From an optimization exercise on the open Yosys and OpenROAD flow, aimed at small area; shortcuts taken in it are not production practice. Function was checked by simulation only, so behaviour that the tests miss may differ from the original. Power and IR drop assume default switching activity.

$ cat run.sh
#!/bin/bash
# synth_recipe.tcl (not shown) runs the flow's synth.tcl, then flattens the netlist and writes it again
# the make line also repeats each setting of config.mk as NAME=value (left out here)
make -C /OpenROAD-flow-scripts/flow DESIGN_CONFIG=/design/flow/config.mk WORK_HOME=/design/flow/orfs CLKGATE_MAP_FILE= SYNTH_SCRIPT=/design/flow/synth_recipe.tcl finish
$ cat config.mk
export PLATFORM = sky130hd
export DESIGN_NAME = mmu_top
export DESIGN_NICKNAME = mmu_top
export VERILOG_FILES = /design/flow/design.v
export SDC_FILE = /design/flow/constraint.sdc
export NUM_CORES = 4
export LEC_CHECK = 0
export CAP_MARGIN = 20
export CORE_MARGIN = 2
export CORE_UTILIZATION = 40
export SLEW_MARGIN = 20
$ cat constraint.sdc
create_clock -name core_clock -period 6.0 [get_ports {clk}]
set_input_delay 1.2000 -clock core_clock [delete_from_list [all_inputs] [get_ports {clk}]]
set_output_delay 1.2000 -clock core_clock [all_outputs]
set_load 0.01 [all_outputs]
$ cat design.v
`timescale 1ns/1ps
`default_nettype none
module mmu_decode
(
    input  wire [2:0] fc,           
    output wire       is_user,      
    output wire       is_super,     
    output wire       is_program,   
    output wire       is_data,      
    output wire       cpu_space     
);
    wire fc_user_data   = (fc == 3'b001);
    wire fc_user_prog   = (fc == 3'b010);
    wire fc_super_data  = (fc == 3'b101);
    wire fc_super_prog  = (fc == 3'b110);
    wire fc_cpu_space   = (fc == 3'b111);
    assign is_super  = fc[2];
    assign is_user   = ~fc[2];
    assign cpu_space = fc_cpu_space;
    assign is_program = fc_user_prog | fc_super_prog;
    assign is_data    = fc_user_data | fc_super_data;
endmodule
`default_nettype wire
`timescale 1ns/1ps
`default_nettype none
module perm_check
(
    input  wire       req_r,
    input  wire       req_w,
    input  wire       req_x,
    input  wire       is_user,
    input  wire [2:0] u_perm,    
    input  wire [2:0] s_perm,    
    input  wire       tt_bypass,
    output wire       allow,
    output wire [4:0] fault
);
    wire [2:0] req = {req_x, req_w, req_r};
    wire       req_none = (req == 3'b000);
    wire [1:0] req_sum = req[0] + req[1] + req[2];
    wire       req_multi = (req_sum > 2'd1);
    wire       bad_req = req_none | req_multi;
    wire       req_valid = ~bad_req;
    wire [2:0] act_perm = is_user ? u_perm : s_perm;
    wire ur = act_perm[0];
    wire uw = act_perm[1];
    wire ux = act_perm[2];
    wire allow_r = req_r & ur;
    wire allow_w = req_w & uw;
    wire allow_x = req_x & ux;
    wire perm_allow = allow_r | allow_w | allow_x;
    wire deny_r = req_r & ~ur;
    wire deny_w = req_w & ~uw;
    wire deny_x = req_x & ~ux;
    wire no_read = deny_r;
    wire wr_prot = deny_w;
    wire no_exec = deny_x;
    wire priv_rel_r = is_user & deny_r & s_perm[0];
    wire priv_rel_w = is_user & deny_w & s_perm[1];
    wire priv_rel_x = is_user & deny_x & s_perm[2];
    wire priv_rel   = priv_rel_r | priv_rel_w | priv_rel_x;
    assign allow = tt_bypass ? 1'b1
                             : (req_valid & perm_allow);
    assign fault = tt_bypass ? 5'b00000
                             : { bad_req, priv_rel, no_exec, wr_prot, no_read };
endmodule
`default_nettype wire
`timescale 1ns/1ps
`default_nettype none
module tlb_compare #(
  parameter integer TAG_WIDTH  = 8,
  parameter integer PFN_WIDTH  = 8,
  parameter integer PAGE_SHIFT = 8,
  parameter integer FC_WIDTH   = 3,
  parameter integer ATTR_WIDTH = 4
) (
  input  wire                  valid_i,
  input  wire [TAG_WIDTH-1:0]  tag_i,
  input  wire [PFN_WIDTH-1:0]  pfn_i,
  input  wire [FC_WIDTH-1:0]   fc_i,
  input  wire [ATTR_WIDTH-1:0] attr_i,
  input  wire [TAG_WIDTH-1:0]  lookup_tag_i,
  input  wire [PAGE_SHIFT-1:0] lookup_offset_i,
  input  wire [FC_WIDTH-1:0]   lookup_fc_i,
  output wire                  hit_o,
  output wire [PFN_WIDTH+PAGE_SHIFT-1:0] pa_o,
  output wire [ATTR_WIDTH-1:0] attr_o
);
  wire entry_match = (tag_i == lookup_tag_i) && (fc_i == lookup_fc_i);
  assign hit_o  = valid_i && entry_match;
  assign pa_o   = hit_o ? {pfn_i, lookup_offset_i} : {(PFN_WIDTH+PAGE_SHIFT){1'b0}};
  assign attr_o = hit_o ? attr_i : {ATTR_WIDTH{1'b0}};
endmodule
`default_nettype wire
`timescale 1ns/1ps
`default_nettype none
module tlb_dm #(
  parameter integer VA_WIDTH   = 24,
  parameter integer PA_WIDTH   = 24,
  parameter integer PAGE_SHIFT = 12,
  parameter integer ENTRIES    = 16,
  parameter integer FC_WIDTH   = 3,
  parameter integer ATTR_WIDTH = 4
) (
  input  wire                  clk,
  input  wire                  rst_n,
  input  wire                  lookup_valid_i,
  input  wire [VA_WIDTH-1:0]   lookup_va_i,
  input  wire [FC_WIDTH-1:0]   lookup_fc_i,
  output wire                  lookup_hit_o,
  output wire                  lookup_miss_o,
  output wire [PA_WIDTH-1:0]   lookup_pa_o,
  output wire [ATTR_WIDTH-1:0] lookup_attr_o,
  input  wire                  refill_valid_i,
  input  wire [VA_WIDTH-1:0]   refill_va_i,
  input  wire [PA_WIDTH-1:0]   refill_pa_i,
  input  wire [FC_WIDTH-1:0]   refill_fc_i,
  input  wire [ATTR_WIDTH-1:0] refill_attr_i,
  input  wire                  invalidate_all_i,
  input  wire                  invalidate_match_i,
  input  wire [VA_WIDTH-1:0]   invalidate_va_i,
  input  wire [FC_WIDTH-1:0]   invalidate_fc_i
);
  localparam integer INDEX_WIDTH = $clog2(ENTRIES);
  localparam integer VPN_WIDTH   = VA_WIDTH - PAGE_SHIFT;
  localparam integer PFN_WIDTH   = PA_WIDTH - PAGE_SHIFT;
  localparam integer TAG_WIDTH   = VPN_WIDTH - INDEX_WIDTH;
  integer idx;
  reg                    valid_mem [0:ENTRIES-1];
  reg [TAG_WIDTH-1:0]    tag_mem   [0:ENTRIES-1];
  reg [PFN_WIDTH-1:0]    pfn_mem   [0:ENTRIES-1];
  reg [FC_WIDTH-1:0]     fc_mem    [0:ENTRIES-1];
  reg [ATTR_WIDTH-1:0]   attr_mem  [0:ENTRIES-1];
  wire [VPN_WIDTH-1:0] lookup_vpn    = lookup_va_i[VA_WIDTH-1:PAGE_SHIFT];
  wire [INDEX_WIDTH-1:0] lookup_index = lookup_vpn[INDEX_WIDTH-1:0];
  wire [TAG_WIDTH-1:0] lookup_tag    = lookup_vpn[VPN_WIDTH-1:INDEX_WIDTH];
  wire [PAGE_SHIFT-1:0] lookup_offset = lookup_va_i[PAGE_SHIFT-1:0];
  wire [VPN_WIDTH-1:0] refill_vpn    = refill_va_i[VA_WIDTH-1:PAGE_SHIFT];
  wire [INDEX_WIDTH-1:0] refill_index = refill_vpn[INDEX_WIDTH-1:0];
  wire [TAG_WIDTH-1:0] refill_tag    = refill_vpn[VPN_WIDTH-1:INDEX_WIDTH];
  wire [PFN_WIDTH-1:0] refill_pfn    = refill_pa_i[PA_WIDTH-1:PAGE_SHIFT];
  wire [VPN_WIDTH-1:0] invalidate_vpn = invalidate_va_i[VA_WIDTH-1:PAGE_SHIFT];
  wire [INDEX_WIDTH-1:0] invalidate_index = invalidate_vpn[INDEX_WIDTH-1:0];
  wire [TAG_WIDTH-1:0] invalidate_tag = invalidate_vpn[VPN_WIDTH-1:INDEX_WIDTH];
  /*verilator lint_off UNUSED*/
  wire ignored_page_offsets = ^refill_va_i[PAGE_SHIFT-1:0] ^
                              ^refill_pa_i[PAGE_SHIFT-1:0] ^
                              ^invalidate_va_i[PAGE_SHIFT-1:0];
  /*verilator lint_on UNUSED*/
  wire invalidate_entry_hit = valid_mem[invalidate_index] &&
                              (tag_mem[invalidate_index] == invalidate_tag) &&
                              (fc_mem[invalidate_index] == invalidate_fc_i);
  wire                  lookup_hit_raw;
  wire [PA_WIDTH-1:0]   lookup_pa_raw;
  wire [ATTR_WIDTH-1:0] lookup_attr_raw;
  tlb_compare #(
    .TAG_WIDTH (TAG_WIDTH),
    .PFN_WIDTH (PFN_WIDTH),
    .PAGE_SHIFT(PAGE_SHIFT),
    .FC_WIDTH  (FC_WIDTH),
    .ATTR_WIDTH(ATTR_WIDTH)
  ) lookup_cmp (
    .valid_i        (valid_mem[lookup_index]),
    .tag_i          (tag_mem[lookup_index]),
    .pfn_i          (pfn_mem[lookup_index]),
    .fc_i           (fc_mem[lookup_index]),
    .attr_i         (attr_mem[lookup_index]),
    .lookup_tag_i   (lookup_tag),
    .lookup_offset_i(lookup_offset),
    .lookup_fc_i    (lookup_fc_i),
    .hit_o          (lookup_hit_raw),
    .pa_o           (lookup_pa_raw),
    .attr_o         (lookup_attr_raw)
  );
  assign lookup_hit_o  = lookup_valid_i && lookup_hit_raw;
  assign lookup_miss_o = lookup_valid_i && !lookup_hit_raw;
  assign lookup_pa_o   = lookup_valid_i ? lookup_pa_raw : {PA_WIDTH{1'b0}};
  assign lookup_attr_o = lookup_hit_o ? lookup_attr_raw : {ATTR_WIDTH{1'b0}};
  initial begin
    if (ENTRIES < 2) begin
      $fatal(1, "tlb_dm ENTRIES must be >= 2");
    end
    if ((1 << INDEX_WIDTH) != ENTRIES) begin
      $fatal(1, "tlb_dm ENTRIES must be a power of two");
    end
    if (VA_WIDTH <= PAGE_SHIFT) begin
      $fatal(1, "tlb_dm VA_WIDTH must exceed PAGE_SHIFT");
    end
    if (PA_WIDTH <= PAGE_SHIFT) begin
      $fatal(1, "tlb_dm PA_WIDTH must exceed PAGE_SHIFT");
    end
    if (VPN_WIDTH <= INDEX_WIDTH) begin
      $fatal(1, "tlb_dm VA_WIDTH/PAGE_SHIFT/ENTRIES leave no tag bits");
    end
  end
  always @(posedge clk) begin
    if (!rst_n) begin
      for (idx = 0; idx < ENTRIES; idx = idx + 1) begin
        valid_mem[idx] <= 1'b0;
        tag_mem[idx]   <= {TAG_WIDTH{1'b0}};
        pfn_mem[idx]   <= {PFN_WIDTH{1'b0}};
        fc_mem[idx]    <= {FC_WIDTH{1'b0}};
        attr_mem[idx]  <= {ATTR_WIDTH{1'b0}};
      end
    end else if (invalidate_all_i) begin
      for (idx = 0; idx < ENTRIES; idx = idx + 1) begin
        valid_mem[idx] <= 1'b0;
      end
    end else begin
      if (invalidate_match_i && invalidate_entry_hit) begin
        valid_mem[invalidate_index] <= 1'b0;
      end
      if (refill_valid_i) begin
        valid_mem[refill_index] <= 1'b1;
        tag_mem[refill_index]   <= refill_tag;
        pfn_mem[refill_index]   <= refill_pfn;
        fc_mem[refill_index]    <= refill_fc_i;
        attr_mem[refill_index]  <= refill_attr_i;
      end
    end
  end
endmodule
`default_nettype wire
`timescale 1ns/1ps
`default_nettype none
module mmu_regs #(
    parameter VA_WIDTH = 32,      
    parameter PA_WIDTH = 32       
)(
    input  wire                  clk,
    input  wire                  rst_n,         
    input  wire                  wr_en,         
    input  wire                  rd_en,         
    input  wire [3:0]            addr,          
    input  wire [31:0]           wr_data,       
    output reg  [31:0]           rd_data,       
    output reg  [PA_WIDTH-1:0]   crp,            
    output reg  [PA_WIDTH-1:0]   srp,            
    output reg  [31:0]           tc,             
    output reg  [31:0]           tt0,            
    output reg  [31:0]           tt1,            
    output reg  [15:0]           mmusr           
);
    localparam REG_CRP   = 4'h0;
    localparam REG_SRP   = 4'h1;
    localparam REG_TC    = 4'h2;
    localparam REG_TT0   = 4'h3;
    localparam REG_TT1   = 4'h4;
    localparam REG_MMUSR = 4'h5;
    localparam [PA_WIDTH-1:0] CRP_RST   = {PA_WIDTH{1'b0}};
    localparam [PA_WIDTH-1:0] SRP_RST   = {PA_WIDTH{1'b0}};
    localparam [31:0]         TC_RST    = 32'h0000_0000;
    localparam [31:0]         TT0_RST   = 32'h0000_0000;
    localparam [31:0]         TT1_RST   = 32'h0000_0000;
    localparam [15:0]         MMUSR_RST = 16'h0000;
    localparam [15:0] MMUSR_STICKY_MASK         = 16'hFE80;
    localparam [15:0] MMUSR_LEVEL_WR_MASK       = 16'h000F;
    localparam [15:0] MMUSR_SW_WRITABLE_MASK    = MMUSR_STICKY_MASK |
                                                   MMUSR_LEVEL_WR_MASK;
    always @(posedge clk) begin
        if (!rst_n) begin
            crp   <= CRP_RST;
            srp   <= SRP_RST;
            tc    <= TC_RST;
            tt0   <= TT0_RST;
            tt1   <= TT1_RST;
            mmusr <= MMUSR_RST;
        end else begin
            if (wr_en) begin
                case (addr)
                    REG_CRP:   crp   <= wr_data[PA_WIDTH-1:0];
                    REG_SRP:   srp   <= wr_data[PA_WIDTH-1:0];
                    REG_TC:    tc    <= wr_data;
                    REG_TT0:   tt0   <= wr_data;
                    REG_TT1:   tt1   <= wr_data;
                    REG_MMUSR: begin
                        mmusr <= wr_data[15:0] & MMUSR_SW_WRITABLE_MASK;
                    end
                    default: begin
                    end
                endcase
            end
        end
    end
    always @(*) begin
        rd_data = 32'h0000_0000;
        if (rd_en) begin
            case (addr)
                REG_CRP:   rd_data = {{(32-PA_WIDTH){1'b0}}, crp};
                REG_SRP:   rd_data = {{(32-PA_WIDTH){1'b0}}, srp};
                REG_TC:    rd_data = tc;
                REG_TT0:   rd_data = tt0;
                REG_TT1:   rd_data = tt1;
                REG_MMUSR: rd_data = {16'h0000, mmusr};
                default:   rd_data = 32'h0000_0000;
            endcase
        end
    end
endmodule
`default_nettype wire
`timescale 1ns/1ps
`default_nettype none
module pt_walker #(
  parameter integer VA_WIDTH    = 24,
  parameter integer PA_WIDTH    = 24,
  parameter integer PAGE_SHIFT  = 12,
  parameter integer DESCR_WIDTH = 64,
  parameter integer FC_WIDTH    = 3,
  parameter integer ATTR_WIDTH  = 5,
  parameter integer DESC_DT_HI     = 33,
  parameter integer DESC_DT_LO     = 32,
  parameter integer DESC_S_BIT     = 40,
  parameter integer DESC_WP_BIT    = 34,
  parameter integer DESC_CI_BIT    = 38,
  parameter integer DESC_M_BIT     = 36,
  parameter integer DESC_U_BIT     = 35,
  parameter integer DESC_PADDR_HI  = 31,
  parameter integer DESC_PADDR_LO  = 8,
  parameter [1:0] DESC_DT_PAGE  = 2'b01,
  parameter [1:0] FAULT_NONE    = 2'b00,
  parameter [1:0] FAULT_INVALID = 2'b01,
  parameter [1:0] FAULT_UNMAPPED= 2'b10,
  parameter [1:0] FAULT_BUS     = 2'b11
) (
  input  wire                  clk,
  input  wire                  rst_n,
  input  wire                  start_i,
  input  wire [VA_WIDTH-1:0]   va_i,
  input  wire [FC_WIDTH-1:0]   fc_i,
  input  wire [PA_WIDTH-1:0]   table_base_i,
  input  wire [VA_WIDTH-PAGE_SHIFT-1:0] table_entries_i,
  output wire                  mem_req_valid_o,
  output wire [PA_WIDTH-1:0]   mem_req_addr_o,
  input  wire                  mem_resp_valid_i,
  input  wire [DESCR_WIDTH-1:0] mem_resp_data_i,
  input  wire                  mem_resp_err_i,
  output wire                  busy_o,
  output reg                   done_o,
  output reg                   refill_valid_o,
  output reg  [VA_WIDTH-1:0]   refill_va_o,
  output reg  [PA_WIDTH-1:0]   walk_pa_base_o,
  output reg  [PA_WIDTH-PAGE_SHIFT-1:0] walk_ppn_o,
  output reg  [ATTR_WIDTH-1:0] walk_attr_o,
  output reg                   fault_valid_o,
  output reg  [1:0]            fault_code_o
);
  localparam integer VPN_WIDTH         = VA_WIDTH - PAGE_SHIFT;
  localparam integer PFN_WIDTH         = (PA_WIDTH > PAGE_SHIFT) ? (PA_WIDTH - PAGE_SHIFT) : 1;
  localparam integer DESCR_BYTES       = DESCR_WIDTH / 8;
  localparam integer DESCR_BYTE_SHIFT  = $clog2(DESCR_BYTES);
  localparam integer DESC_PFN_HI       = PAGE_SHIFT + PFN_WIDTH - 1;
  localparam integer DESC_PFN_LO       = PAGE_SHIFT;
  localparam [1:0] ST_IDLE = 2'd0;
  localparam [1:0] ST_WAIT = 2'd1;
  reg [1:0]              state_q;
  reg [PA_WIDTH-1:0]     mem_req_addr_q;
  reg                    mem_req_valid_q;
  wire [VPN_WIDTH-1:0] start_vpn = va_i[VA_WIDTH-1:PAGE_SHIFT];
  wire [PFN_WIDTH-1:0] resp_pfn     = mem_resp_data_i[DESC_PFN_HI:DESC_PFN_LO];
  wire [1:0]            resp_dt      = mem_resp_data_i[DESC_DT_HI:DESC_DT_LO];
  wire                  resp_invalid = (resp_dt == 2'b00);
  wire [ATTR_WIDTH-1:0] resp_attr = {
    mem_resp_data_i[DESC_S_BIT],
    mem_resp_data_i[DESC_WP_BIT],
    mem_resp_data_i[DESC_CI_BIT],
    mem_resp_data_i[DESC_M_BIT],
    mem_resp_data_i[DESC_U_BIT]
  };
  /*verilator lint_off UNUSED*/
  wire unused_fc = ^fc_i;
  /*verilator lint_on UNUSED*/
  assign busy_o          = (state_q != ST_IDLE);
  assign mem_req_valid_o = mem_req_valid_q;
  assign mem_req_addr_o  = mem_req_addr_q;
  initial begin
    if (VA_WIDTH <= PAGE_SHIFT) begin
      $fatal(1, "pt_walker VA_WIDTH must exceed PAGE_SHIFT");
    end
    if (PA_WIDTH <= PAGE_SHIFT) begin
      $fatal(1, "pt_walker PA_WIDTH must exceed PAGE_SHIFT");
    end
    if (DESCR_WIDTH < 64) begin
      $fatal(1, "pt_walker DESCR_WIDTH must be >= 64 for long-format descriptors");
    end
    if ((DESCR_WIDTH % 8) != 0) begin
      $fatal(1, "pt_walker DESCR_WIDTH must be byte-aligned");
    end
    if ((1 << DESCR_BYTE_SHIFT) != DESCR_BYTES) begin
      $fatal(1, "pt_walker DESCR_WIDTH/8 must be a power of two");
    end
    if (ATTR_WIDTH < 5) begin
      $fatal(1, "pt_walker ATTR_WIDTH must be >= 5");
    end
    if (DESC_DT_HI >= DESCR_WIDTH || DESC_S_BIT >= DESCR_WIDTH ||
        DESC_WP_BIT >= DESCR_WIDTH || DESC_CI_BIT >= DESCR_WIDTH ||
        DESC_M_BIT >= DESCR_WIDTH || DESC_U_BIT >= DESCR_WIDTH ||
        DESC_PFN_HI >= DESCR_WIDTH) begin
      $fatal(1, "pt_walker long-format descriptor fields exceed DESCR_WIDTH");
    end
    if (DESC_DT_HI < DESC_DT_LO) begin
      $fatal(1, "pt_walker descriptor DT field is malformed");
    end
    if (PAGE_SHIFT < DESC_PADDR_LO || DESC_PFN_HI > DESC_PADDR_HI) begin
      $fatal(1, "pt_walker descriptor page-address field cannot represent PA/PAGE_SHIFT");
    end
  end
  always @(posedge clk) begin
    if (!rst_n) begin
      state_q         <= ST_IDLE;
      mem_req_addr_q  <= {PA_WIDTH{1'b0}};
      mem_req_valid_q <= 1'b0;
      done_o          <= 1'b0;
      refill_valid_o  <= 1'b0;
      refill_va_o     <= {VA_WIDTH{1'b0}};
      walk_pa_base_o  <= {PA_WIDTH{1'b0}};
      walk_ppn_o      <= {PFN_WIDTH{1'b0}};
      walk_attr_o     <= {ATTR_WIDTH{1'b0}};
      fault_valid_o   <= 1'b0;
      fault_code_o    <= FAULT_NONE;
    end else begin
      done_o          <= 1'b0;
      refill_valid_o  <= 1'b0;
      fault_valid_o   <= 1'b0;
      fault_code_o    <= FAULT_NONE;
      mem_req_valid_q <= 1'b0;
      case (state_q)
        ST_IDLE: begin
          if (start_i) begin
            refill_va_o <= va_i;
            if (start_vpn >= table_entries_i) begin
              done_o         <= 1'b1;
              fault_valid_o  <= 1'b1;
              fault_code_o   <= FAULT_UNMAPPED;
            end else begin
              mem_req_addr_q  <= table_base_i + ({ {(PA_WIDTH-VPN_WIDTH){1'b0}}, start_vpn } << DESCR_BYTE_SHIFT);
              mem_req_valid_q <= 1'b1;
              state_q         <= ST_WAIT;
            end
          end
        end
        ST_WAIT: begin
          if (mem_resp_valid_i) begin
            state_q <= ST_IDLE;
            done_o  <= 1'b1;
            if (mem_resp_err_i) begin
              fault_valid_o <= 1'b1;
              fault_code_o  <= FAULT_BUS;
            end else if (resp_invalid) begin
              fault_valid_o <= 1'b1;
              fault_code_o  <= FAULT_INVALID;
            end else if (resp_dt != DESC_DT_PAGE) begin
              fault_valid_o <= 1'b1;
              fault_code_o  <= FAULT_UNMAPPED;
            end else begin
              walk_ppn_o     <= resp_pfn;
              walk_pa_base_o <= {resp_pfn, {PAGE_SHIFT{1'b0}}};
              walk_attr_o    <= resp_attr;
              refill_valid_o <= 1'b1;
            end
          end
        end
        default: begin
          state_q <= ST_IDLE;
        end
      endcase
    end
  end
endmodule
`default_nettype wire
`timescale 1ns/1ps
`default_nettype none
module flush_ctrl #(
  parameter integer VA_WIDTH    = 24,
  parameter integer PA_WIDTH    = 24,
  parameter integer FC_WIDTH    = 3,
  parameter integer STATUS_WIDTH = 8,
  parameter integer CMD_WIDTH   = 3,
  parameter [CMD_WIDTH-1:0] CMD_NOP          = 3'd0,
  parameter [CMD_WIDTH-1:0] CMD_FLUSH_ALL    = 3'd1,
  parameter [CMD_WIDTH-1:0] CMD_FLUSH_MATCH  = 3'd2,
  parameter [CMD_WIDTH-1:0] CMD_PROBE        = 3'd3,
  parameter [CMD_WIDTH-1:0] CMD_PRELOAD      = 3'd4
) (
  input  wire                    clk,
  input  wire                    rst_n,
  input  wire                    cmd_valid_i,
  input  wire [CMD_WIDTH-1:0]    cmd_op_i,
  input  wire [VA_WIDTH-1:0]     cmd_addr_i,
  input  wire [FC_WIDTH-1:0]     cmd_fc_i,
  output wire                    cmd_ready_o,
  output wire                    busy_o,
  output reg                     flush_all_o,
  output reg                     flush_match_o,
  output reg  [VA_WIDTH-1:0]     flush_addr_o,
  output reg  [FC_WIDTH-1:0]     flush_fc_o,
  output reg                     probe_req_valid_o,
  output reg  [VA_WIDTH-1:0]     probe_addr_o,
  output reg  [FC_WIDTH-1:0]     probe_fc_o,
  input  wire                    probe_resp_valid_i,
  input  wire                    probe_resp_hit_i,
  input  wire [PA_WIDTH-1:0]     probe_resp_pa_i,
  input  wire [STATUS_WIDTH-1:0] probe_resp_status_i,
  output reg                     preload_req_valid_o,
  output reg  [VA_WIDTH-1:0]     preload_addr_o,
  output reg  [FC_WIDTH-1:0]     preload_fc_o,
  input  wire                    preload_req_ready_i,
  output reg                     status_valid_o,
  output reg  [CMD_WIDTH-1:0]    status_cmd_o,
  output reg                     status_hit_o,
  output reg  [PA_WIDTH-1:0]     status_pa_o,
  output reg  [STATUS_WIDTH-1:0] status_bits_o
);
  localparam [1:0] ST_IDLE         = 2'd0;
  localparam [1:0] ST_WAIT_PROBE   = 2'd1;
  localparam [1:0] ST_WAIT_PRELOAD = 2'd2;
  localparam integer STATUS_BIT_TT_MATCH   = STATUS_WIDTH - 1;
  localparam integer STATUS_BIT_TRANSLATED = STATUS_WIDTH - 2;
  reg [1:0] state_q;
  reg [VA_WIDTH-1:0] probe_addr_q;
  function automatic [PA_WIDTH-1:0] va_to_status_pa(
    input [VA_WIDTH-1:0] va_i
  );
    integer idx;
    begin
      va_to_status_pa = {PA_WIDTH{1'b0}};
      for (idx = 0; idx < PA_WIDTH; idx = idx + 1) begin
        if (idx < VA_WIDTH) begin
          va_to_status_pa[idx] = va_i[idx];
        end
      end
    end
  endfunction
  function automatic is_tt_match_status(
    input [STATUS_WIDTH-1:0] status_i
  );
    begin
      if (STATUS_WIDTH >= 1) begin
        is_tt_match_status = status_i[STATUS_BIT_TT_MATCH];
      end else begin
        is_tt_match_status = 1'b0;
      end
    end
  endfunction
  function automatic [STATUS_WIDTH-1:0] normalize_probe_status(
    input                      resp_hit_i,
    input [STATUS_WIDTH-1:0]   resp_status_i
  );
    reg [STATUS_WIDTH-1:0] status_v;
    begin
      status_v = resp_status_i;
      if (STATUS_WIDTH >= 2) begin
        if (is_tt_match_status(resp_status_i)) begin
          status_v[STATUS_BIT_TRANSLATED] = 1'b0;
        end else if (resp_hit_i) begin
          status_v[STATUS_BIT_TRANSLATED] = 1'b1;
        end
      end
      normalize_probe_status = status_v;
    end
  endfunction
  function automatic probe_status_hit(
    input                      resp_hit_i,
    input [STATUS_WIDTH-1:0]   resp_status_i
  );
    begin
      probe_status_hit = resp_hit_i | is_tt_match_status(resp_status_i);
    end
  endfunction
  assign cmd_ready_o = (state_q == ST_IDLE);
  assign busy_o      = (state_q != ST_IDLE);
  initial begin
    if (VA_WIDTH < 1) begin
      $fatal(1, "flush_ctrl VA_WIDTH must be >= 1");
    end
    if (PA_WIDTH < 1) begin
      $fatal(1, "flush_ctrl PA_WIDTH must be >= 1");
    end
    if (FC_WIDTH < 1) begin
      $fatal(1, "flush_ctrl FC_WIDTH must be >= 1");
    end
    if (STATUS_WIDTH < 1) begin
      $fatal(1, "flush_ctrl STATUS_WIDTH must be >= 1");
    end
    if (STATUS_WIDTH < 2) begin
      $fatal(1, "flush_ctrl STATUS_WIDTH must be >= 2 for TT/TTR-aware status classification");
    end
    if (CMD_WIDTH < 3) begin
      $fatal(1, "flush_ctrl CMD_WIDTH must be >= 3");
    end
  end
  always @(posedge clk) begin
    if (!rst_n) begin
      state_q              <= ST_IDLE;
      probe_addr_q         <= {VA_WIDTH{1'b0}};
      flush_all_o          <= 1'b0;
      flush_match_o        <= 1'b0;
      flush_addr_o         <= {VA_WIDTH{1'b0}};
      flush_fc_o           <= {FC_WIDTH{1'b0}};
      probe_req_valid_o    <= 1'b0;
      probe_addr_o         <= {VA_WIDTH{1'b0}};
      probe_fc_o           <= {FC_WIDTH{1'b0}};
      preload_req_valid_o  <= 1'b0;
      preload_addr_o       <= {VA_WIDTH{1'b0}};
      preload_fc_o         <= {FC_WIDTH{1'b0}};
      status_valid_o       <= 1'b0;
      status_cmd_o         <= CMD_NOP;
      status_hit_o         <= 1'b0;
      status_pa_o          <= {PA_WIDTH{1'b0}};
      status_bits_o        <= {STATUS_WIDTH{1'b0}};
    end else begin
      flush_all_o       <= 1'b0;
      flush_match_o     <= 1'b0;
      probe_req_valid_o <= 1'b0;
      status_valid_o    <= 1'b0;
      case (state_q)
        ST_IDLE: begin
          if (cmd_valid_i) begin
            case (cmd_op_i)
              CMD_FLUSH_ALL: begin
                flush_all_o   <= 1'b1;
                status_valid_o <= 1'b1;
                status_cmd_o  <= CMD_FLUSH_ALL;
                status_hit_o  <= 1'b0;
                status_pa_o   <= {PA_WIDTH{1'b0}};
                status_bits_o <= {STATUS_WIDTH{1'b0}};
              end
              CMD_FLUSH_MATCH: begin
                flush_match_o  <= 1'b1;
                flush_addr_o   <= cmd_addr_i;
                flush_fc_o     <= cmd_fc_i;
                status_valid_o <= 1'b1;
                status_cmd_o   <= CMD_FLUSH_MATCH;
                status_hit_o   <= 1'b0;
                status_pa_o    <= {PA_WIDTH{1'b0}};
                status_bits_o  <= {STATUS_WIDTH{1'b0}};
              end
              CMD_PROBE: begin
                probe_req_valid_o <= 1'b1;
                probe_addr_o      <= cmd_addr_i;
                probe_fc_o        <= cmd_fc_i;
                probe_addr_q      <= cmd_addr_i;
                state_q           <= ST_WAIT_PROBE;
              end
              CMD_PRELOAD: begin
                preload_req_valid_o <= 1'b1;
                preload_addr_o      <= cmd_addr_i;
                preload_fc_o        <= cmd_fc_i;
                state_q             <= ST_WAIT_PRELOAD;
              end
              default: begin
                status_valid_o <= 1'b1;
                status_cmd_o   <= CMD_NOP;
                status_hit_o   <= 1'b0;
                status_pa_o    <= {PA_WIDTH{1'b0}};
                status_bits_o  <= {STATUS_WIDTH{1'b0}};
              end
            endcase
          end
        end
        ST_WAIT_PROBE: begin
          if (probe_resp_valid_i) begin
            state_q         <= ST_IDLE;
            status_valid_o  <= 1'b1;
            status_cmd_o    <= CMD_PROBE;
            status_hit_o    <= probe_status_hit(probe_resp_hit_i, probe_resp_status_i);
            status_pa_o     <= is_tt_match_status(probe_resp_status_i) ? va_to_status_pa(probe_addr_q)
                                                                        : probe_resp_pa_i;
            status_bits_o   <= normalize_probe_status(probe_resp_hit_i, probe_resp_status_i);
          end
        end
        ST_WAIT_PRELOAD: begin
          if (preload_req_ready_i) begin
            preload_req_valid_o <= 1'b0;
            state_q             <= ST_IDLE;
            status_valid_o      <= 1'b1;
            status_cmd_o        <= CMD_PRELOAD;
            status_hit_o        <= 1'b0;
            status_pa_o         <= {PA_WIDTH{1'b0}};
            status_bits_o       <= {STATUS_WIDTH{1'b0}};
          end
        end
        default: begin
          state_q             <= ST_IDLE;
          preload_req_valid_o <= 1'b0;
        end
      endcase
    end
  end
endmodule
`default_nettype wire
`timescale 1ns/1ps
`default_nettype none
module mmu_top #(
  parameter integer VA_WIDTH      = 24,
  parameter integer PA_WIDTH      = 24,
  parameter integer PAGE_SHIFT    = 12,
  parameter integer FC_WIDTH      = 3,
  parameter integer DESCR_WIDTH   = 64,
  parameter integer TLB_ENTRIES   = 16,
  parameter integer ATTR_WIDTH    = 5,
  parameter integer STATUS_WIDTH  = 8,
  parameter integer CMD_WIDTH     = 3,
  parameter integer RESP_FAULT_W  = 3,
  parameter [CMD_WIDTH-1:0] CMD_NOP         = 3'd0,
  parameter [CMD_WIDTH-1:0] CMD_FLUSH_ALL   = 3'd1,
  parameter [CMD_WIDTH-1:0] CMD_FLUSH_MATCH = 3'd2,
  parameter [CMD_WIDTH-1:0] CMD_PROBE       = 3'd3,
  parameter [CMD_WIDTH-1:0] CMD_PRELOAD     = 3'd4,
  parameter [RESP_FAULT_W-1:0] RESP_FAULT_NONE     = 3'd0,
  parameter [RESP_FAULT_W-1:0] RESP_FAULT_PERM     = 3'd1,
  parameter [RESP_FAULT_W-1:0] RESP_FAULT_INVALID  = 3'd2,
  parameter [RESP_FAULT_W-1:0] RESP_FAULT_UNMAPPED = 3'd3,
  parameter [RESP_FAULT_W-1:0] RESP_FAULT_BUS      = 3'd4
) (
  input  wire                    clk,
  input  wire                    rst_n,
  input  wire                    req_valid_i,
  output wire                    req_ready_o,
  input  wire [VA_WIDTH-1:0]     req_va_i,
  input  wire [FC_WIDTH-1:0]     req_fc_i,
  input  wire                    req_rw_i,
  input  wire                    req_fetch_i,
  output reg                     resp_valid_o,
  output reg  [PA_WIDTH-1:0]     resp_pa_o,
  output reg                     resp_hit_o,
  output reg                     resp_fault_o,
  output reg  [RESP_FAULT_W-1:0] resp_fault_code_o,
  output reg  [4:0]              resp_perm_fault_o,
  input  wire                    reg_wr_en_i,
  input  wire                    reg_rd_en_i,
  input  wire [3:0]              reg_addr_i,
  input  wire [31:0]             reg_wr_data_i,
  output wire [31:0]             reg_rd_data_o,
  input  wire                    cmd_valid_i,
  input  wire [CMD_WIDTH-1:0]    cmd_op_i,
  input  wire [VA_WIDTH-1:0]     cmd_addr_i,
  input  wire [FC_WIDTH-1:0]     cmd_fc_i,
  output wire                    cmd_ready_o,
  output wire                    cmd_busy_o,
  output wire                    status_valid_o,
  output wire [CMD_WIDTH-1:0]    status_cmd_o,
  output wire                    status_hit_o,
  output wire [PA_WIDTH-1:0]     status_pa_o,
  output wire [STATUS_WIDTH-1:0] status_bits_o,
  output wire                    walk_mem_req_valid_o,
  output wire [PA_WIDTH-1:0]     walk_mem_req_addr_o,
  input  wire                    walk_mem_resp_valid_i,
  input  wire [DESCR_WIDTH-1:0]  walk_mem_resp_data_i,
  input  wire                    walk_mem_resp_err_i,
  output wire                    busy_o
);
  localparam integer VPN_WIDTH = VA_WIDTH - PAGE_SHIFT;
  localparam integer TTR_KEY_WIDTH = (VA_WIDTH >= 8) ? 8 : VA_WIDTH;
  localparam integer STATUS_BIT_TT_MATCH = STATUS_WIDTH - 1;
  localparam [1:0] ST_IDLE       = 2'd0;
  localparam [1:0] ST_START_WALK = 2'd1;
  localparam [1:0] ST_WAIT_WALK  = 2'd2;
  localparam [1:0] WALK_FAULT_NONE     = 2'b00;
  localparam [1:0] WALK_FAULT_INVALID  = 2'b01;
  localparam [1:0] WALK_FAULT_UNMAPPED = 2'b10;
  localparam [1:0] WALK_FAULT_BUS      = 2'b11;
  reg [1:0]          state_q;
  reg                pending_is_cpu_q;
  reg [VA_WIDTH-1:0] pending_va_q;
  reg [FC_WIDTH-1:0] pending_fc_q;
  reg                pending_rw_q;
  reg                pending_fetch_q;
  reg                probe_pending_q;
  reg [VA_WIDTH-1:0] probe_addr_q;
  reg [FC_WIDTH-1:0] probe_fc_q;
  wire [PA_WIDTH-1:0] crp_q;
  wire [PA_WIDTH-1:0] srp_q;
  wire [31:0]         tc_q;
  wire [31:0]         tt0_q;
  wire [31:0]         tt1_q;
  wire [15:0]         mmusr_q;
  wire decode_is_user;
  wire decode_is_super;
  wire decode_is_program;
  wire decode_is_data;
  wire decode_cpu_space;
  wire decode_is_normal_mem;
  wire flush_all;
  wire flush_match;
  wire [VA_WIDTH-1:0] flush_addr;
  wire [FC_WIDTH-1:0] flush_fc;
  wire probe_req_valid;
  wire [VA_WIDTH-1:0] probe_req_addr;
  wire [FC_WIDTH-1:0] probe_req_fc;
  wire preload_req_valid;
  wire [VA_WIDTH-1:0] preload_req_addr;
  wire [FC_WIDTH-1:0] preload_req_fc;
  wire [VPN_WIDTH-1:0] table_entries_cfg;
  wire [STATUS_WIDTH-1:0] probe_status_bits;
  wire state_idle = (state_q == ST_IDLE);
  wire walker_start = (state_q == ST_START_WALK);
  wire preload_accept = state_idle && !req_valid_i && !probe_pending_q;
  wire lookup_src_cpu     = state_idle && req_valid_i;
  wire lookup_src_probe   = !lookup_src_cpu && probe_pending_q;
  wire lookup_src_preload = !lookup_src_cpu && !lookup_src_probe &&
                            preload_req_valid && preload_accept;
  wire lookup_valid = lookup_src_cpu || lookup_src_probe || lookup_src_preload;
  wire [VA_WIDTH-1:0] lookup_va = lookup_src_cpu     ? req_va_i :
                                  lookup_src_probe   ? probe_addr_q :
                                  lookup_src_preload ? preload_req_addr :
                                                       {VA_WIDTH{1'b0}};
  wire [FC_WIDTH-1:0] lookup_fc = lookup_src_cpu     ? req_fc_i :
                                  lookup_src_probe   ? probe_fc_q :
                                  lookup_src_preload ? preload_req_fc :
                                                       {FC_WIDTH{1'b0}};
  wire                  tlb_lookup_hit;
  wire                  tlb_lookup_miss;
  wire [PA_WIDTH-1:0]   tlb_lookup_pa;
  wire [ATTR_WIDTH-1:0] tlb_lookup_attr;
  wire                  walker_busy;
  wire                  walker_done;
  wire                  walker_refill_valid;
  wire [VA_WIDTH-1:0]   walker_refill_va;
  wire [PA_WIDTH-1:0]   walker_pa_base;
  wire [ATTR_WIDTH-1:0] walker_attr;
  wire                  walker_fault_valid;
  wire [1:0]            walker_fault_code;
  wire [2:0] hit_user_perm;
  wire [2:0] hit_super_perm;
  wire       hit_perm_allow;
  wire [4:0] hit_perm_fault;
  wire [2:0] walk_user_perm;
  wire [2:0] walk_super_perm;
  wire       walk_perm_allow;
  wire [4:0] walk_perm_fault;
  wire                tt0_match;
  wire                tt1_match;
  wire                tt_match_any;
  wire [PA_WIDTH-1:0] tt_lookup_pa;
  wire                tt_cpu_bypass;
  function automatic [2:0] user_perm_from_attr(
    input [ATTR_WIDTH-1:0] attr_i
  );
    begin
      user_perm_from_attr[2] = ~attr_i[4] | (attr_i[2] & ~attr_i[2]);
      user_perm_from_attr[1] = (~attr_i[4] & ~attr_i[3]) | (attr_i[1] & ~attr_i[1]);
      user_perm_from_attr[0] = ~attr_i[4] | (attr_i[0] & ~attr_i[0]);
    end
  endfunction
  function automatic [2:0] super_perm_from_attr(
    input [ATTR_WIDTH-1:0] attr_i
  );
    begin
      super_perm_from_attr[2] = 1'b1 | (attr_i[4] & ~attr_i[4]);
      super_perm_from_attr[1] = ~attr_i[3] | (attr_i[1] & ~attr_i[1]);
      super_perm_from_attr[0] = 1'b1 | (attr_i[0] & ~attr_i[0]) | (attr_i[2] & ~attr_i[2]);
    end
  endfunction
  function automatic [PA_WIDTH-1:0] va_to_pa(
    input [VA_WIDTH-1:0] va_i
  );
    integer idx;
    begin
      va_to_pa = {PA_WIDTH{1'b0}};
      for (idx = 0; idx < PA_WIDTH; idx = idx + 1) begin
        if (idx < VA_WIDTH) begin
          va_to_pa[idx] = va_i[idx];
        end
      end
    end
  endfunction
  /*verilator lint_off UNUSED*/
  function automatic ttr_match(
    input [31:0]         ttr_i,
    input [VA_WIDTH-1:0] va_i,
    input                is_user_i,
    input                is_program_i,
    input                is_data_i,
    input                is_cpu_space_i
  );
    reg [TTR_KEY_WIDTH-1:0] va_key_v;
    reg [TTR_KEY_WIDTH-1:0] base_key_v;
    reg [TTR_KEY_WIDTH-1:0] mask_key_v;
    reg                     priv_match_v;
    reg                     space_match_v;
    reg                     compare_match_v;
    begin
      va_key_v        = va_i[VA_WIDTH-1 -: TTR_KEY_WIDTH];
      base_key_v      = ttr_i[31 -: TTR_KEY_WIDTH];
      mask_key_v      = ttr_i[23 -: TTR_KEY_WIDTH];
      priv_match_v    = (is_user_i && ttr_i[13]) || (!is_user_i && ttr_i[14]);
      space_match_v   = (is_program_i && ttr_i[12]) || (is_data_i && ttr_i[11]);
      compare_match_v = ((va_key_v & ~mask_key_v) == (base_key_v & ~mask_key_v));
      ttr_match = ttr_i[15] && !is_cpu_space_i && priv_match_v &&
                  space_match_v && compare_match_v;
    end
  endfunction
  /*verilator lint_on UNUSED*/
  generate
    if (VPN_WIDTH <= 32) begin : gen_table_entries_narrow
      assign table_entries_cfg = tc_q[VPN_WIDTH-1:0];
    end else begin : gen_table_entries_wide
      assign table_entries_cfg = {{(VPN_WIDTH-32){1'b0}}, tc_q};
    end
    if (STATUS_WIDTH >= ATTR_WIDTH) begin : gen_probe_status_wide
      assign probe_status_bits = tt_match_any
                               ? ({STATUS_WIDTH{1'b0}} |
                                  ({{(STATUS_WIDTH-1){1'b0}}, 1'b1} << STATUS_BIT_TT_MATCH))
                               : {{(STATUS_WIDTH-ATTR_WIDTH){1'b0}}, tlb_lookup_attr};
    end else begin : gen_probe_status_narrow
      assign probe_status_bits = tt_match_any
                               ? ({STATUS_WIDTH{1'b0}} |
                                  ({{(STATUS_WIDTH-1){1'b0}}, 1'b1} << STATUS_BIT_TT_MATCH))
                               : tlb_lookup_attr[STATUS_WIDTH-1:0];
    end
  endgenerate
  assign req_ready_o = state_idle;
  assign busy_o      = !state_idle || walker_busy || cmd_busy_o;
  mmu_regs #(
    .VA_WIDTH(VA_WIDTH),
    .PA_WIDTH(PA_WIDTH)
  ) u_regs (
    .clk    (clk),
    .rst_n  (rst_n),
    .wr_en  (reg_wr_en_i),
    .rd_en  (reg_rd_en_i),
    .addr   (reg_addr_i),
    .wr_data(reg_wr_data_i),
    .rd_data(reg_rd_data_o),
    .crp    (crp_q),
    .srp    (srp_q),
    .tc     (tc_q),
    .tt0    (tt0_q),
    .tt1    (tt1_q),
    .mmusr  (mmusr_q)
  );
  mmu_decode u_decode (
    .fc        (lookup_fc),
    .is_user   (decode_is_user),
    .is_super  (decode_is_super),
    .is_program(decode_is_program),
    .is_data   (decode_is_data),
    .cpu_space (decode_cpu_space)
  );
  assign decode_is_normal_mem = decode_is_program | decode_is_data;
  assign tt0_match = lookup_valid &&
                     decode_is_normal_mem &&
                     ttr_match(tt0_q, lookup_va, decode_is_user,
                               decode_is_program, decode_is_data,
                               decode_cpu_space);
  assign tt1_match = lookup_valid &&
                     decode_is_normal_mem &&
                     ttr_match(tt1_q, lookup_va, decode_is_user,
                               decode_is_program, decode_is_data,
                               decode_cpu_space);
  assign tt_match_any  = tt0_match | tt1_match;
  assign tt_lookup_pa  = va_to_pa(lookup_va);
  assign tt_cpu_bypass = lookup_src_cpu && tt_match_any;
  perm_check u_hit_perm (
    .req_r    (lookup_src_cpu && !req_fetch_i && req_rw_i),
    .req_w    (lookup_src_cpu && !req_fetch_i && !req_rw_i),
    .req_x    (lookup_src_cpu && req_fetch_i),
    .is_user  (decode_is_user),
    .u_perm   (hit_user_perm),
    .s_perm   (hit_super_perm),
    .tt_bypass(tt_cpu_bypass),
    .allow    (hit_perm_allow),
    .fault    (hit_perm_fault)
  );
  perm_check u_walk_perm (
    .req_r    (pending_is_cpu_q && !pending_fetch_q && pending_rw_q),
    .req_w    (pending_is_cpu_q && !pending_fetch_q && !pending_rw_q),
    .req_x    (pending_is_cpu_q && pending_fetch_q),
    .is_user  (pending_fc_q[FC_WIDTH-1] ? 1'b0 : 1'b1),
    .u_perm   (walk_user_perm),
    .s_perm   (walk_super_perm),
    .tt_bypass(1'b0),
    .allow    (walk_perm_allow),
    .fault    (walk_perm_fault)
  );
  tlb_dm #(
    .VA_WIDTH   (VA_WIDTH),
    .PA_WIDTH   (PA_WIDTH),
    .PAGE_SHIFT (PAGE_SHIFT),
    .ENTRIES    (TLB_ENTRIES),
    .FC_WIDTH   (FC_WIDTH),
    .ATTR_WIDTH (ATTR_WIDTH)
  ) u_tlb (
    .clk               (clk),
    .rst_n             (rst_n),
    .lookup_valid_i    (lookup_valid),
    .lookup_va_i       (lookup_va),
    .lookup_fc_i       (lookup_fc),
    .lookup_hit_o      (tlb_lookup_hit),
    .lookup_miss_o     (tlb_lookup_miss),
    .lookup_pa_o       (tlb_lookup_pa),
    .lookup_attr_o     (tlb_lookup_attr),
    .refill_valid_i    (walker_refill_valid),
    .refill_va_i       (walker_refill_va),
    .refill_pa_i       (walker_pa_base),
    .refill_fc_i       (pending_fc_q),
    .refill_attr_i     (walker_attr),
    .invalidate_all_i  (flush_all),
    .invalidate_match_i(flush_match),
    .invalidate_va_i   (flush_addr),
    .invalidate_fc_i   (flush_fc)
  );
  pt_walker #(
    .VA_WIDTH    (VA_WIDTH),
    .PA_WIDTH    (PA_WIDTH),
    .PAGE_SHIFT  (PAGE_SHIFT),
    .DESCR_WIDTH (DESCR_WIDTH),
    .FC_WIDTH    (FC_WIDTH),
    .ATTR_WIDTH  (ATTR_WIDTH)
  ) u_walker (
    .clk             (clk),
    .rst_n           (rst_n),
    .start_i         (walker_start),
    .va_i            (pending_va_q),
    .fc_i            (pending_fc_q),
    .table_base_i    (crp_q),
    .table_entries_i (table_entries_cfg),
    .mem_req_valid_o (walk_mem_req_valid_o),
    .mem_req_addr_o  (walk_mem_req_addr_o),
    .mem_resp_valid_i(walk_mem_resp_valid_i),
    .mem_resp_data_i (walk_mem_resp_data_i),
    .mem_resp_err_i  (walk_mem_resp_err_i),
    .busy_o          (walker_busy),
    .done_o          (walker_done),
    .refill_valid_o  (walker_refill_valid),
    .refill_va_o     (walker_refill_va),
    .walk_pa_base_o  (walker_pa_base),
    /*verilator lint_off PINCONNECTEMPTY*/
    .walk_ppn_o      (),
    /*verilator lint_on PINCONNECTEMPTY*/
    .walk_attr_o     (walker_attr),
    .fault_valid_o   (walker_fault_valid),
    .fault_code_o    (walker_fault_code)
  );
  flush_ctrl #(
    .VA_WIDTH      (VA_WIDTH),
    .PA_WIDTH      (PA_WIDTH),
    .FC_WIDTH      (FC_WIDTH),
    .STATUS_WIDTH  (STATUS_WIDTH),
    .CMD_WIDTH     (CMD_WIDTH),
    .CMD_NOP       (CMD_NOP),
    .CMD_FLUSH_ALL (CMD_FLUSH_ALL),
    .CMD_FLUSH_MATCH(CMD_FLUSH_MATCH),
    .CMD_PROBE     (CMD_PROBE),
    .CMD_PRELOAD   (CMD_PRELOAD)
  ) u_flush_ctrl (
    .clk                (clk),
    .rst_n              (rst_n),
    .cmd_valid_i        (cmd_valid_i),
    .cmd_op_i           (cmd_op_i),
    .cmd_addr_i         (cmd_addr_i),
    .cmd_fc_i           (cmd_fc_i),
    .cmd_ready_o        (cmd_ready_o),
    .busy_o             (cmd_busy_o),
    .flush_all_o        (flush_all),
    .flush_match_o      (flush_match),
    .flush_addr_o       (flush_addr),
    .flush_fc_o         (flush_fc),
    .probe_req_valid_o  (probe_req_valid),
    .probe_addr_o       (probe_req_addr),
    .probe_fc_o         (probe_req_fc),
    .probe_resp_valid_i (probe_pending_q),
    .probe_resp_hit_i   (tlb_lookup_hit),
    .probe_resp_pa_i    (tlb_lookup_pa),
    .probe_resp_status_i(probe_status_bits),
    .preload_req_valid_o(preload_req_valid),
    .preload_addr_o     (preload_req_addr),
    .preload_fc_o       (preload_req_fc),
    .preload_req_ready_i(preload_accept),
    .status_valid_o     (status_valid_o),
    .status_cmd_o       (status_cmd_o),
    .status_hit_o       (status_hit_o),
    .status_pa_o        (status_pa_o),
    .status_bits_o      (status_bits_o)
  );
  assign hit_user_perm  = user_perm_from_attr(tlb_lookup_attr);
  assign hit_super_perm = super_perm_from_attr(tlb_lookup_attr);
  assign walk_user_perm = user_perm_from_attr(walker_attr);
  assign walk_super_perm = super_perm_from_attr(walker_attr);
  /*verilator lint_off UNUSED*/
  wire unused_regs_decode = ^srp_q ^ ^tc_q ^ ^mmusr_q ^ decode_is_super;
  wire unused_cmd_value = ^CMD_NOP;
  /*verilator lint_on UNUSED*/
  always @(posedge clk) begin
    if (!rst_n) begin
      state_q             <= ST_IDLE;
      pending_is_cpu_q    <= 1'b0;
      pending_va_q        <= {VA_WIDTH{1'b0}};
      pending_fc_q        <= {FC_WIDTH{1'b0}};
      pending_rw_q        <= 1'b0;
      pending_fetch_q     <= 1'b0;
      probe_pending_q     <= 1'b0;
      probe_addr_q        <= {VA_WIDTH{1'b0}};
      probe_fc_q          <= {FC_WIDTH{1'b0}};
      resp_valid_o        <= 1'b0;
      resp_pa_o           <= {PA_WIDTH{1'b0}};
      resp_hit_o          <= 1'b0;
      resp_fault_o        <= 1'b0;
      resp_fault_code_o   <= RESP_FAULT_NONE;
      resp_perm_fault_o   <= 5'b0;
    end else begin
      resp_valid_o      <= 1'b0;
      resp_hit_o        <= 1'b0;
      resp_fault_o      <= 1'b0;
      resp_fault_code_o <= RESP_FAULT_NONE;
      resp_perm_fault_o <= 5'b0;
      if (probe_pending_q) begin
        probe_pending_q <= 1'b0;
      end
      if (probe_req_valid) begin
        probe_pending_q <= 1'b1;
        probe_addr_q    <= probe_req_addr;
        probe_fc_q      <= probe_req_fc;
      end
      case (state_q)
        ST_IDLE: begin
          if (lookup_src_cpu) begin
            if (tt_match_any) begin
              resp_valid_o <= 1'b1;
              resp_pa_o    <= tt_lookup_pa;
            end else if (tlb_lookup_hit) begin
              resp_valid_o <= 1'b1;
              resp_pa_o    <= tlb_lookup_pa;
              resp_hit_o   <= 1'b1;
              if (!hit_perm_allow) begin
                resp_fault_o        <= 1'b1;
                resp_fault_code_o   <= RESP_FAULT_PERM;
                resp_perm_fault_o   <= hit_perm_fault;
              end
            end else if (tlb_lookup_miss) begin
              pending_is_cpu_q <= 1'b1;
              pending_va_q     <= req_va_i;
              pending_fc_q     <= req_fc_i;
              pending_rw_q     <= req_rw_i;
              pending_fetch_q  <= req_fetch_i;
              state_q          <= ST_START_WALK;
            end
          end else if (lookup_src_preload) begin
            if (tlb_lookup_miss) begin
              pending_is_cpu_q <= 1'b0;
              pending_va_q     <= preload_req_addr;
              pending_fc_q     <= preload_req_fc;
              pending_rw_q     <= 1'b1;
              pending_fetch_q  <= 1'b0;
              state_q          <= ST_START_WALK;
            end
          end
        end
        ST_START_WALK: begin
          state_q <= ST_WAIT_WALK;
        end
        ST_WAIT_WALK: begin
          if (walker_done) begin
            state_q <= ST_IDLE;
            if (pending_is_cpu_q) begin
              resp_valid_o <= 1'b1;
              resp_pa_o    <= walker_pa_base |
                              {{(PA_WIDTH-PAGE_SHIFT){1'b0}}, pending_va_q[PAGE_SHIFT-1:0]};
              if (walker_fault_valid) begin
                resp_fault_o <= 1'b1;
                case (walker_fault_code)
                  WALK_FAULT_INVALID:  resp_fault_code_o <= RESP_FAULT_INVALID;
                  WALK_FAULT_UNMAPPED: resp_fault_code_o <= RESP_FAULT_UNMAPPED;
                  WALK_FAULT_BUS:      resp_fault_code_o <= RESP_FAULT_BUS;
                  default:             resp_fault_code_o <= RESP_FAULT_NONE;
                endcase
              end else if (!walk_perm_allow) begin
                resp_fault_o      <= 1'b1;
                resp_fault_code_o <= RESP_FAULT_PERM;
                resp_perm_fault_o <= walk_perm_fault;
              end
            end
          end
        end
        default: begin
          state_q <= ST_IDLE;
        end
      endcase
    end
  end
endmodule
`default_nettype wire
==> results.cfg <==
[timing]
rsz0062_at_grt = false
skew_ns = 0.0267
finalMaxSlewViolations = 0
finalCritPeriodShare = 0.914
hold_violations = 0
min_period_ns = 5.49
slew_headroom = 0.218
fmax_ghz = 0.182
finalHoldWorstSlack_ns = 0.453
setup_violations = 0
worst_pin_slew_ns = 1.17

[floorplan]
fp.dieW_um = 328
die-area_sq_um = 107000
core_area_sq_um = 104000
start_util = 0.404
pin_count = 300
die_h_um = 328
placementRows = 118

[global_route]
grt_pass1_vias = 32694
grt_max_degree = 196
gr-usage-met3 = 0.0582
overflow = 0
grt_pass1_wl_um = 222000
top_usage_layer = met2
antenna_found_initial = 8
grt_usage = 0.278
grt_use_met1 = 0.386
met2_usage = 0.431

[detailed_routing]
vias = 34623
drc_errors = 0
via_per_inst = 5.92
firstDrtPassIters = 8
routed_wl_um = 153000
wl_per_cell_um = 26.2
drt.antenna.violating_nets = 0
drtIter0Drc = 4159

[clocking]
clock-sinks = 890
cts_hold_buf = 0
clk_latency_ns = 0.69
cts_buffer_depth = 3
cts_root_buf = clkbuf_16
cts_setup_buffers = 0
tritoncts = yes
cts-resized-gates = 0
cts_buffers = 95
clk_pin_slew_ns = 0.06
cts_max_level = 3

[logic_synthesis]
yosys_most_used_dff = edfxtp_1
yosys-top-cells-area = edfxtp_1 32%, dfxtp_1 21%, and2_1 6.7%, nand2_1 6.4%, a21oi_1 4.9%
synthCells = 4175
synth_edf_count = 448
syn_nets = 4378
ys_seq_elements = 890
yosysSeqAreaShare = 0.532
yosys_warnings = 5
yosys.area.top_type = edfxtp_1
avgSynthCellArea_sq_um = 10.0
synth_top_area_frac = 0.321
synth_cell_type_count = 96
async_flop_share = 0
syn-cell-area_sq_um = 41900

[power_and_ir_drop]
power.density_nw_per_um2 = 290
vdd_drop_max_uv = 190
p_leak_nw = 17.4
power.total_mw = 14.5

[layout]
multi_input_area_sq_um = 18300
stdcell_area_sq_um = 50200
final_cells = 5847
nNetsFinal = 4590
fillers = 9450
final_layout_size_suffix_gt1_frac = 0.121
seqCellArea_sq_um = 22300
syn2layout_area_growth_pct = 19.7

[setup_path]
crit_required_ns = 6.60
path_cells = clkdlybuf4s50_1, or3b_2, buf_12, mux2i_4, buf_4, nor2_2, mux2i_1, a211oi_1, or3_1, a2111oi_2, nor2_1, nor4b_1, buf_4, nand3_1, buf_4, o21ai_0
slowest_stage = a2111oi_2
critPathMaxFanout = 17
cp_data_arrival_time_ns = 6.08
crit_start = req_valid_i
critPathLaunchType = primary input
path_class = primary input to flop
path_common_cell = buf_4
crit_path_end_kind = flop
critPathMaxStageDelay_ns = 0.61
reg2reg_from = state_q[0]

[place]
place.gp.congestion = 0.928
dp_hpwl_um = 100000
dp_cells = 5670
io_buffers = 253
placed_cell_area_sq_um = 47000

[worst_hold_path]
min_path_type = flop to flop
min_from = u_regs.mmusr[11]

[flow_run]
max_cap_viol_count = 0

[status]
status = no timing/DRC/antenna violations
cell type report:
type | count | area share
inverter | 70 | 0.00538
multi-input combinational | 2866 | 0.364
timing repair buffer | 464 | 0.0879
antenna | 4 | 0.000199
tap | 1380 | 0.0344
clock inverter | 46 | 0.0101
clock buffer | 127 | 0.0532
sequential | 890 | 0.444
path summary, 6_finish.rpt:
| kind | endpoint | slack (ns) | cells after the start |
|---|---|---|---|
| setup reg to reg | resp_fault_o | 0.91 | 13 |
| setup / recovery | resp_fault_o | 0.51 | 16 |
| hold reg to reg | u_regs.mmusr[11] | 0.45 | 2 |
| hold / removal | u_regs.mmusr[11] | 0.45 | 2 |
cells by family after synthesis:
kind of cell    synth area share
simple gates               0.191
compound gates             0.159
flops                      0.532
buf+inv                   0.0397
mux                       0.0591
xor+xnor                 0.00815
fa+ha+maj                 0.0109
other cells            0.0000894
sequential cells by signal (all words and copies together), names as in the netlist, 32 cells and up, named ones only:
name and cells:
u_tlb.tag_mem 128, u_tlb.attr_mem 80, u_regs.tt0 32, u_tlb.fc_mem 48
u_tlb.pfn_mem 192, u_regs.tc 32, u_regs.tt1 32
stage by stage:
stage | utilization | TNS [ns] | setup WS (ns)
3_3_place_gp | 0.453 | 0 | 0.0105
6_report | 0.484 | 0 | 0.514
2_1_floorplan | - | 0 | 0.869
5_1_grt | 0.484 | 0 | 0.286
4_1_cts | 0.483 | 0 | 0.630
3_5_place_dp | 0.453 | -0.115 | -0.0569
power breakdown:
group	total, mW	switching (mW)	internal (mW)
logic	1.76	1.14	0.626
registers	6.68	0.137	6.54
clock network	6.09	2.50	3.59
layer usage:
metal	wire (um)	part of all wire
met1	64000	0.42
met2	68800	0.45
met4	5170	0.034
met5	13	0.000085
met3	15200	0.099
worst max-delay path: cells and delay by family:
| kind | cells | cell delay, ns |
|---|---|---|
| AND/OR/NAND/NOR | 6 | 2.17 |
| multiplexers | 2 | 0.44 |
| buffers and inverters | 5 | 1.41 |
| AO/OA/AOI/OAI | 3 | 0.84 |
layout by cell type, fill, tap and decap left out, types with 37 or more instances in the layout:
cell / synthesis / routed
a211oi_1: 56 / 55
a21oi_1: 407 / 407
a221o_1: 37 / 37
a221oi_1: 69 / 69
a22oi_1: 90 / 90
and2_1: 446 / 445
and3_1: 53 / 53
buf_4: 7 / 188
clkbuf_16: 0 / 99
clkdlybuf4s50_1: 0 / 252
dfxtp_1: 442 / 439
edfxtp_1: 448 / 448
inv_1: 69 / 69
mux2i_1: 85 / 85
mux4_2: 60 / 60
nand2_1: 716 / 714
nand3_1: 63 / 62
nor2_1: 141 / 124
nor3_1: 49 / 42
o21ai_0: 124 / 112
synth_stat cells (all sizes together) (37+ instances only):
master	number
nor2	142
nand3	65
a21oi	409
o211ai	37
mux4	60
inv	69
clkbuf	286
buf	63
o21ai	128
and3	53
and2	451
edfxtp	448
a22oi	90
nand2	716
a211oi	73
nor3	49
mux2i	86
dfxtp	442
a221o	37
a221oi	70

[afterwards: timing with drivers on the ports]
The flow's constraints put no driver on any port. The routed layout listed below was extracted and timed again, unchanged, in two steps. Step 1: set_driving_cell puts a clkbuf_16 on clk and a buf_2 on each other input, an assumption about the parent block. Step 2, shift: input delay + t, output delay - t, t = (earliest + latest rising clock arrival at the registers) / 2. This alone moves slack from input paths to output paths. Slacks: ideal ports / drivers / drivers and shift; pairs: ideal ports / drivers.
shift t [ns]: 0.742
setup WS [ns]: 0.514 / 0.557 / -0.186
hold WS [ns]: 0.453 / 0.453 / 0.453
worst slew at a driven data input, ns: 0.10
cell pins on the clock port's net: 1
Met with ideal ports but missed after step 2: setup timing in this run. For this run, drivers alone change the setup slack by +0.043 ns; drivers and shift together by -0.700 ns.
